Context: an optimization exercise on an open-source flow, tuned for small area. The choices shown serve that exercise and are no tape-out recipe.
Where RTL was checked, it was by simulation tests only, not by an equivalence proof against the original.
No activity file was given, so power comes from the tool's default toggle rates.

==> cedar: inputs <==
// Astroids
module Astroids(
  input clk,             
  input rst,             
  input tick,            
  input [3:0] KEY,       
  input reset_game,      
  output VGA_HS,							 
  output VGA_VS,							 
  output VGA_BLANK,						 
  output [9:0] VGA_R,   						 
  output [9:0] VGA_G,	 						 
  output [9:0] VGA_B,   						 
  output [15:0] score,
  output reg [15:0] high_score,
  output [1:0] lives,
  output game_over
);
==> module Bullet, before the edit <==
module Bullet(
input clk,
input [8:0] cx,  
input [9:0] pyb,  
input py_ge6,
input clk_60hz,  
input start_bullet,
input direction,  
input reset,
input [7:0] shipK,
output pixel,
output reg inUse
);
function [9:0] add10;
	input [9:0] a, b;
	input cin;
	integer i;
	reg c;
	begin
		c = cin;
		for (i = 0; i < 10; i = i + 1) begin
			add10[i] = a[i] ^ b[i] ^ c;
			c = (a[i] & b[i]) | (c & (a[i] ^ b[i]));
		end
	end
endfunction
reg [7:0] bk;
reg [8:0] by;
reg bullet_direction;
always @(posedge clk) begin
	if (reset)
		inUse <= 1'b0;
	else if (clk_60hz && ~inUse && start_bullet)
		inUse <= 1'b1;
end
wire [9:0] bsum = add10({1'b0, by}, bullet_direction ? 10'h3fc : 10'd3, bullet_direction);
always @(posedge clk) begin
	if (clk_60hz) begin
		if (inUse)
			by <= bsum[8:0];
		else begin
			bullet_direction <= direction;
			bk <= shipK;
			by <= 9'd120;
		end
	end
end
wire [9:0] ey = add10(pyb, ~{by, 1'b0}, 1'b1);
assign pixel = inUse & py_ge6 & (cx == {1'b0, bk}) & (ey <= 10'd10);
endmodule
==> module Rocks, before the edit <==
module Rocks(
input clk,
input [9:0] initialX,
input [9:0] initialY,
input [2:0] dirX,
input [2:0] dirY,
input start,
input reset,
input clk60hz,
input hwrap, vstep, vwrap,
input px_ge10, px_ge12, py_ge10, py_ge12,
output pixel,
output reg inUse);
function [9:0] add10;
	input [9:0] a, b;
	integer i;
	reg c;
	begin
		c = 1'b0;
		for (i = 0; i < 10; i = i + 1) begin
			add10[i] = a[i] ^ b[i] ^ c;
			c = (a[i] & b[i]) | (c & (a[i] ^ b[i]));
		end
	end
endfunction
reg [9:0] relX, relY;
reg [2:0] stepX, stepY;
always @(posedge clk) begin
	if (reset)
		inUse <= 1'b0;
	else if (clk60hz && start)
		inUse <= 1'b1;
end
wire [2:0] kx = clk60hz ? stepX : 3'b111;
wire [9:0] bx = {hwrap ? {4'b1100, ~kx[2]} : {5{kx[2]}}, {2{kx[2]}}, kx};
wire [2:0] sy = clk60hz ? stepY : 3'b000;
wire [2:0] sym = sy - 3'd1;
wire [3:0] syw = {sy[2], sy} + 4'd12;
wire [9:0] by = vwrap ? {6'b100000, syw} :
                vstep ? {{7{sym[2]}}, sym} : {{7{sy[2]}}, sy};
always @(posedge clk) begin
	if (inUse) begin
		relX <= add10(relX, bx);
		relY <= add10(relY, by);
	end else begin
		relX <= initialX;
		relY <= initialY;
	end
	if (clk60hz && !inUse) begin
		stepX <= dirX;
		stepY <= dirY;
	end
end
wire x_hi = (relX[9:5] == 5'd0);
wire y_hi = (relY[9:5] == 5'd0);
wire x_a = x_hi & (relX[4:0] <= 5'd22);
wire x_b = x_hi & (relX[4:0] >= 5'd2) & (relX[4:0] <= 5'd20);
wire y_a = y_hi & (relY[4:0] <= 5'd22);
wire y_b = y_hi & (relY[4:0] >= 5'd2) & (relY[4:0] <= 5'd20);
assign pixel = inUse & ((px_ge12 & py_ge10 & x_a & y_b) | (px_ge10 & py_ge12 & x_b & y_a));
endmodule
==> module Clk2sec, before the edit <==
module Clk2sec( input clk, input rst, input clk60hz, output reg q);
	reg [6:0] counter;
	always @ (posedge clk) begin
		if (rst) begin
			counter <= 7'd0;
			q <= 1'b0;
		end else begin
			q <= clk60hz && (counter == 7'd120);
			if (clk60hz)
				counter <= (counter == 7'd120) ? 7'd0 : counter + 1'b1;
		end
	end
endmodule
==> module Rocks_Man, before the edit <==
module Rocks_Man(
input clk,
input rst,
input [9:0] px,
input [9:0] py,
input [9:0] px_next,  
input [9:0] py_next,
input hwrap, vstep, vwrap,
input clk60hz,  
input [3:0] reset,
output [3:0] pixel
);
function [9:0] add10;
	input [9:0] a, b;
	input cin;
	integer i;
	reg c;
	begin
		c = cin;
		for (i = 0; i < 10; i = i + 1) begin
			add10[i] = a[i] ^ b[i] ^ c;
			c = (a[i] & b[i]) | (c & (a[i] ^ b[i]));
		end
	end
endfunction
	wire [3:0] rocks_in_use;
	wire [15:0] randomA;
	fib_16bit ra(clk, rst, clk60hz, randomA);
	wire [9:0] randomX = randomA[11] ? randomA[9:0] : (randomA[10] ? 10'd0 : 10'd640);
	wire [9:0] randomY = randomA[11] ? (randomA[10] ? 10'd0 : 10'd480) : randomA[9:0];
	wire [2:0] ranDirX;
	wire [2:0] ranDirY;
	randomDir rdx(randomX[2:0], ranDirX);
	randomDir rdy(randomY[2:0], ranDirY);
	wire [2:0] ranDirXm = ranDirX - 3'd1;
	wire [9:0] relX0 = add10(add10(randomX, 10'd12, 1'b0), ~px_next, 1'b0);
	wire [9:0] relY0 = add10(add10(randomY, 10'd12, 1'b0), ~py_next, 1'b0);
	wire spawn;
	reg [3:0] fire;
	Clk2sec c2s(clk, rst, clk60hz, spawn);
	always @ (posedge clk) begin
		if (rst)
			fire <= 4'd0;
		else if (spawn) begin
			fire <= 4'd0;
			if (rocks_in_use[0] == 1'b0)
				fire[0] <= 1'b1;
			else if (rocks_in_use[1] == 1'b0)
				fire[1] <= 1'b1;
			else if (rocks_in_use[2] == 1'b0)
				fire[2] <= 1'b1;
			else if (rocks_in_use[3] == 1'b0)
				fire[3] <= 1'b1;
		end
	end
	wire px_ge10 = (px >= 10'd10);
	wire px_ge12 = (px >= 10'd12);
	wire py_ge10 = (py >= 10'd10);
	wire py_ge12 = (py >= 10'd12);
	genvar gi;
	generate
		for (gi = 0; gi < 4; gi = gi + 1) begin : rk
			Rocks r(.clk(clk), .initialX(relX0), .initialY(relY0),
				.dirX(ranDirXm), .dirY(ranDirY), .start(fire[gi]), .reset(reset[gi]),
				.clk60hz(clk60hz), .hwrap(hwrap), .vstep(vstep), .vwrap(vwrap),
				.px_ge10(px_ge10), .px_ge12(px_ge12), .py_ge10(py_ge10), .py_ge12(py_ge12),
				.pixel(pixel[gi]), .inUse(rocks_in_use[gi]));
		end
	endgenerate
endmodule
clock: 12.0 ns
lec_check: 0
cap_margin: 20
core_margin: 2
core_utilization: 65
cts_buf_list: sky130_fd_sc_hd__clkbuf_16
cts_cluster_diameter: 100
cts_cluster_size: 30
place_density: 0.8
slew_margin: 20
run.sh (not shown) runs the stock make flow with config.mk's settings and CLKGATE_MAP_FILE= SYNTH_SCRIPT=/design/flow/synth_recipe.tcl, a recipe that flattens the netlist after the stock synthesis.
==> inputs of amber, as changes to cedar <==
--- a/flow/design.v
+++ b/flow/design.v
@@ -178,5 +178,5 @@
 endfunction
 reg [7:0] bk;
-reg [8:0] by;
+reg [8:0] nby;
 reg bullet_direction;
 always @(posedge clk) begin
@@ -186,17 +186,17 @@
 		inUse <= 1'b1;
 end
-wire [9:0] bsum = add10({1'b0, by}, bullet_direction ? 10'h3fc : 10'd3, bullet_direction);
+wire [9:0] bsum = add10({1'b0, nby}, bullet_direction ? 10'd3 : 10'h3fc, ~bullet_direction);
 always @(posedge clk) begin
 	if (clk_60hz) begin
 		if (inUse)
-			by <= bsum[8:0];
+			nby <= bsum[8:0];
 		else begin
 			bullet_direction <= direction;
 			bk <= shipK;
-			by <= 9'd120;
+			nby <= ~9'd120;
 		end
 	end
 end
-wire [9:0] ey = add10(pyb, ~{by, 1'b0}, 1'b1);
+wire [9:0] ey = add10(pyb, {nby, 1'b1}, 1'b1);
 assign pixel = inUse & py_ge6 & (cx == {1'b0, bk}) & (ey <= 10'd10);
 endmodule
@@ -259,6 +259,6 @@
 input [9:0] initialX,
 input [9:0] initialY,
-input [2:0] dirX,
-input [2:0] dirY,
+input dirSelX,
+input [2:0] dir,
 input start,
 input reset,
@@ -281,5 +281,8 @@
 endfunction
 reg [9:0] relX, relY;
-reg [2:0] stepX, stepY;
+reg stepSelX;
+reg [2:0] step;
+wire [2:0] stepX = stepSelX ? step : 3'd1;
+wire [2:0] stepY = stepSelX ? 3'd1 : step;
 always @(posedge clk) begin
 	if (reset)
@@ -288,5 +291,5 @@
 		inUse <= 1'b1;
 end
-wire [2:0] kx = clk60hz ? stepX : 3'b111;
+wire [2:0] kx = clk60hz ? stepX - 3'd1 : 3'b111;
 wire [9:0] bx = {hwrap ? {4'b1100, ~kx[2]} : {5{kx[2]}}, {2{kx[2]}}, kx};
 wire [2:0] sy = clk60hz ? stepY : 3'b000;
@@ -304,6 +307,6 @@
 	end
 	if (clk60hz && !inUse) begin
-		stepX <= dirX;
-		stepY <= dirY;
+		stepSelX <= dirSelX;
+		step <= dir;
 	end
 end
@@ -336,12 +339,13 @@
 module Clk2sec( input clk, input rst, input clk60hz, output reg q);
 	reg [6:0] counter;
+	wire last = (counter == 7'h7f);
 	always @ (posedge clk) begin
 		if (rst) begin
-			counter <= 7'd0;
+			counter <= 7'h01;
 			q <= 1'b0;
 		end else begin
-			q <= clk60hz && (counter == 7'd120);
+			q <= clk60hz && last;
 			if (clk60hz)
-				counter <= (counter == 7'd120) ? 7'd0 : counter + 1'b1;
+				counter <= last ? 7'h01 : {counter[5:0], counter[6] ^ counter[5]};
 		end
 	end
@@ -377,9 +381,6 @@
 	wire [9:0] randomX = randomA[11] ? randomA[9:0] : (randomA[10] ? 10'd0 : 10'd640);
 	wire [9:0] randomY = randomA[11] ? (randomA[10] ? 10'd0 : 10'd480) : randomA[9:0];
-	wire [2:0] ranDirX;
-	wire [2:0] ranDirY;
-	randomDir rdx(randomX[2:0], ranDirX);
-	randomDir rdy(randomY[2:0], ranDirY);
-	wire [2:0] ranDirXm = ranDirX - 3'd1;
+	wire [2:0] ranDir;
+	randomDir rd(randomA[2:0], ranDir);
 	wire [9:0] relX0 = add10(add10(randomX, 10'd12, 1'b0), ~px_next, 1'b0);
 	wire [9:0] relY0 = add10(add10(randomY, 10'd12, 1'b0), ~py_next, 1'b0);
@@ -410,5 +411,5 @@
 		for (gi = 0; gi < 4; gi = gi + 1) begin : rk
 			Rocks r(.clk(clk), .initialX(relX0), .initialY(relY0),
-				.dirX(ranDirXm), .dirY(ranDirY), .start(fire[gi]), .reset(reset[gi]),
+				.dirSelX(randomA[11]), .dir(ranDir), .start(fire[gi]), .reset(reset[gi]),
 				.clk60hz(clk60hz), .hwrap(hwrap), .vstep(vstep), .vwrap(vwrap),
 				.px_ge10(px_ge10), .px_ge12(px_ge12), .py_ge10(py_ge10), .py_ge12(py_ge12),
==> flow/flow/run.sh (new file) <==
#!/bin/bash
# The standard layout (standard.sh: standard synthesis, floorplan, place,
# CTS, route), with two changes:
#  - port buffers are sky130_fd_sc_hd__buf_1 instead of the larger cell that
#    buffer_ports picks by default (every port still gets its own buffer);
#  - the clock tree uses clkbuf_4 buffers on clusters of up to 8 flops
#    and inserts no dummy loads.
# standard.sh's full output goes to standard.log; ORFS's per-step logs are in
# orfs/logs/.
set -euo pipefail
export BUFFER_PORTS_ARGS="-buffer_cell sky130_fd_sc_hd__buf_1"
export CTS_ARGS="-sink_clustering_enable -repair_clock_nets -dont_use_dummy_load -sink_clustering_size 5 -sink_clustering_max_diameter 25 -buf_list sky130_fd_sc_hd__clkbuf_2"
bash standard.sh > standard.log 2>&1
==> flow/standard.sh (new file) <==
#!/bin/bash
# synth_recipe.tcl (not shown) runs the flow's synth.tcl, then flattens the netlist and writes it again
# the make line also repeats each setting of config.mk as NAME=value (left out here)
make -C /OpenROAD-flow-scripts/flow DESIGN_CONFIG=/design/flow/config.mk WORK_HOME=/design/flow/orfs CLKGATE_MAP_FILE= SYNTH_SCRIPT=/design/flow/synth_recipe.tcl "${@:-finish}"
CORE_UTILIZATION = 75   (was 65)
CTS_BUF_LIST = not set   (was sky130_fd_sc_hd__clkbuf_16)
CTS_CLUSTER_DIAMETER = not set   (was 100)
CTS_CLUSTER_SIZE = not set   (was 30)
PLACE_DENSITY = 0.88   (was 0.8)
removed: flow/run.sh
==> inputs of sierra, as changes to cedar <==
CTS_BUF_LIST = sky130_fd_sc_hd__clkbuf_4   (was sky130_fd_sc_hd__clkbuf_16)
CTS_CLUSTER_DIAMETER = not set   (was 100)
==> inputs of zinc, as changes to cedar <==
--- a/flow/design.v
+++ b/flow/design.v
@@ -178,5 +178,5 @@
 endfunction
 reg [7:0] bk;
-reg [8:0] by;
+reg [8:0] nby;
 reg bullet_direction;
 always @(posedge clk) begin
@@ -186,17 +186,17 @@
 		inUse <= 1'b1;
 end
-wire [9:0] bsum = add10({1'b0, by}, bullet_direction ? 10'h3fc : 10'd3, bullet_direction);
+wire [9:0] bsum = add10({1'b0, nby}, bullet_direction ? 10'd3 : 10'h3fc, ~bullet_direction);
 always @(posedge clk) begin
 	if (clk_60hz) begin
 		if (inUse)
-			by <= bsum[8:0];
+			nby <= bsum[8:0];
 		else begin
 			bullet_direction <= direction;
 			bk <= shipK;
-			by <= 9'd120;
+			nby <= ~9'd120;
 		end
 	end
 end
-wire [9:0] ey = add10(pyb, ~{by, 1'b0}, 1'b1);
+wire [9:0] ey = add10(pyb, {nby, 1'b1}, 1'b1);
 assign pixel = inUse & py_ge6 & (cx == {1'b0, bk}) & (ey <= 10'd10);
 endmodule
@@ -259,6 +259,6 @@
 input [9:0] initialX,
 input [9:0] initialY,
-input [2:0] dirX,
-input [2:0] dirY,
+input dirSelX,
+input [2:0] dir,
 input start,
 input reset,
@@ -281,5 +281,8 @@
 endfunction
 reg [9:0] relX, relY;
-reg [2:0] stepX, stepY;
+reg stepSelX;
+reg [2:0] step;
+wire [2:0] stepX = stepSelX ? step : 3'd1;
+wire [2:0] stepY = stepSelX ? 3'd1 : step;
 always @(posedge clk) begin
 	if (reset)
@@ -288,5 +291,5 @@
 		inUse <= 1'b1;
 end
-wire [2:0] kx = clk60hz ? stepX : 3'b111;
+wire [2:0] kx = clk60hz ? stepX - 3'd1 : 3'b111;
 wire [9:0] bx = {hwrap ? {4'b1100, ~kx[2]} : {5{kx[2]}}, {2{kx[2]}}, kx};
 wire [2:0] sy = clk60hz ? stepY : 3'b000;
@@ -304,6 +307,6 @@
 	end
 	if (clk60hz && !inUse) begin
-		stepX <= dirX;
-		stepY <= dirY;
+		stepSelX <= dirSelX;
+		step <= dir;
 	end
 end
@@ -336,12 +339,13 @@
 module Clk2sec( input clk, input rst, input clk60hz, output reg q);
 	reg [6:0] counter;
+	wire last = (counter == 7'h7f);
 	always @ (posedge clk) begin
 		if (rst) begin
-			counter <= 7'd0;
+			counter <= 7'h01;
 			q <= 1'b0;
 		end else begin
-			q <= clk60hz && (counter == 7'd120);
+			q <= clk60hz && last;
 			if (clk60hz)
-				counter <= (counter == 7'd120) ? 7'd0 : counter + 1'b1;
+				counter <= last ? 7'h01 : {counter[5:0], counter[6] ^ counter[5]};
 		end
 	end
@@ -377,9 +381,6 @@
 	wire [9:0] randomX = randomA[11] ? randomA[9:0] : (randomA[10] ? 10'd0 : 10'd640);
 	wire [9:0] randomY = randomA[11] ? (randomA[10] ? 10'd0 : 10'd480) : randomA[9:0];
-	wire [2:0] ranDirX;
-	wire [2:0] ranDirY;
-	randomDir rdx(randomX[2:0], ranDirX);
-	randomDir rdy(randomY[2:0], ranDirY);
-	wire [2:0] ranDirXm = ranDirX - 3'd1;
+	wire [2:0] ranDir;
+	randomDir rd(randomA[2:0], ranDir);
 	wire [9:0] relX0 = add10(add10(randomX, 10'd12, 1'b0), ~px_next, 1'b0);
 	wire [9:0] relY0 = add10(add10(randomY, 10'd12, 1'b0), ~py_next, 1'b0);
@@ -410,5 +411,5 @@
 		for (gi = 0; gi < 4; gi = gi + 1) begin : rk
 			Rocks r(.clk(clk), .initialX(relX0), .initialY(relY0),
-				.dirX(ranDirXm), .dirY(ranDirY), .start(fire[gi]), .reset(reset[gi]),
+				.dirSelX(randomA[11]), .dir(ranDir), .start(fire[gi]), .reset(reset[gi]),
 				.clk60hz(clk60hz), .hwrap(hwrap), .vstep(vstep), .vwrap(vwrap),
 				.px_ge10(px_ge10), .px_ge12(px_ge12), .py_ge10(py_ge10), .py_ge12(py_ge12),
==> flow/flow/run.sh (new file) <==
#!/bin/bash
# The standard layout (standard.sh: standard synthesis, floorplan, place,
# CTS, route), with two changes:
#  - port buffers are sky130_fd_sc_hd__buf_1 instead of the larger cell that
#    buffer_ports picks by default (every port still gets its own buffer);
#  - the clock tree uses clkbuf_4 buffers on clusters of up to 8 flops
#    and inserts no dummy loads.
# standard.sh's full output goes to standard.log; ORFS's per-step logs are in
# orfs/logs/.
set -euo pipefail
export BUFFER_PORTS_ARGS="-buffer_cell sky130_fd_sc_hd__buf_1"
export CTS_ARGS="-sink_clustering_enable -repair_clock_nets -dont_use_dummy_load -sink_clustering_size 8 -sink_clustering_max_diameter 35 -buf_list sky130_fd_sc_hd__clkbuf_4"
export RECOVER_POWER=100
bash standard.sh > standard.log 2>&1
==> flow/standard.sh (new file) <==
#!/bin/bash
# synth_recipe.tcl (not shown) runs the flow's synth.tcl, then flattens the netlist and writes it again
# the make line also repeats each setting of config.mk as NAME=value (left out here)
make -C /OpenROAD-flow-scripts/flow DESIGN_CONFIG=/design/flow/config.mk WORK_HOME=/design/flow/orfs CLKGATE_MAP_FILE= SYNTH_SCRIPT=/design/flow/synth_recipe.tcl "${@:-finish}"
CORE_UTILIZATION = 75   (was 65)
CTS_BUF_LIST = not set   (was sky130_fd_sc_hd__clkbuf_16)
CTS_CLUSTER_DIAMETER = not set   (was 100)
CTS_CLUSTER_SIZE = not set   (was 30)
PLACE_DENSITY = 0.88   (was 0.8)
removed: flow/run.sh
==> comparison table <==
metric                                                       cedar                                             zinc        amber       sierra
Outcome                           no timing/DRC/antenna violations                       complete, but fails checks  no timing/DRC/antenna violations  no timing/DRC/antenna violations
Violated checks                                                  -  max-capacitance violations, max-slew violations            -            -
Nature of the critical path startpoint                   flip-flop                                       input port    flip-flop    flip-flop
Register bit total from synthesis                              303                                              295          295          303
Standard cell core area                                27900 sq um                                      23500 sq um  23500 sq um  27900 sq um
Min Clock Period, post-route                               9.61 ns                                         10.10 ns      9.11 ns      9.72 ns
Final Max Slew Viols                                             0                                              185            0            0
Ratio of cells with drive above 1 in the final layout       0.0474                                           0.0512       0.0745        0.102
Clock network fraction of design power                       0.274                                            0.256        0.261        0.369
Mapped Avg Cell Area                                    10.2 sq um                                       9.97 sq um   9.97 sq um   10.2 sq um
Fraction of the mapped netlist area in compound gates       0.0944                                           0.0868       0.0868       0.0944
HPWL after DPL                                             30.4 mm                                          29.6 mm      29.6 mm      30.4 mm
Achievable clock frequency                               0.104 GHz                                       0.0990 GHz    0.110 GHz    0.103 GHz
Vias in the first global route                               12603                                            13439        13717        13294
No functional check of the RTL was part of cedar and sierra.

separate check: timing with driven ports:
In the flow no input, the clock included, has a driving cell. The finished layouts below were timed again as built, in two steps.
Step 1: set_driving_cell puts a clkbuf_16 on clk and a buf_2 on each other input, an assumption about the parent block.
Step 2 also shifts input and output timing later by t, the mid clock arrival at the registers, as if the neighbouring blocks saw the same clock.
Slacks: ideal / step 1 / step 2; pairs: ideal / step 1.
run | t, ns | setup slack, ns | worst setup path after step 2
cedar | 0.556 | 2.389 / 2.339 / 2.895 | register to output
amber | 0.877 | 2.885 / 2.838 / 3.709 | input to register
sierra | 0.746 | 2.285 / 2.236 / 2.982 | register to output
zinc | 0.717 | 1.903 / 1.897 / 1.180 | input to register
For zinc, which loses most, drivers alone change the setup slack by -0.006 ns; drivers and shift together by -0.723 ns.
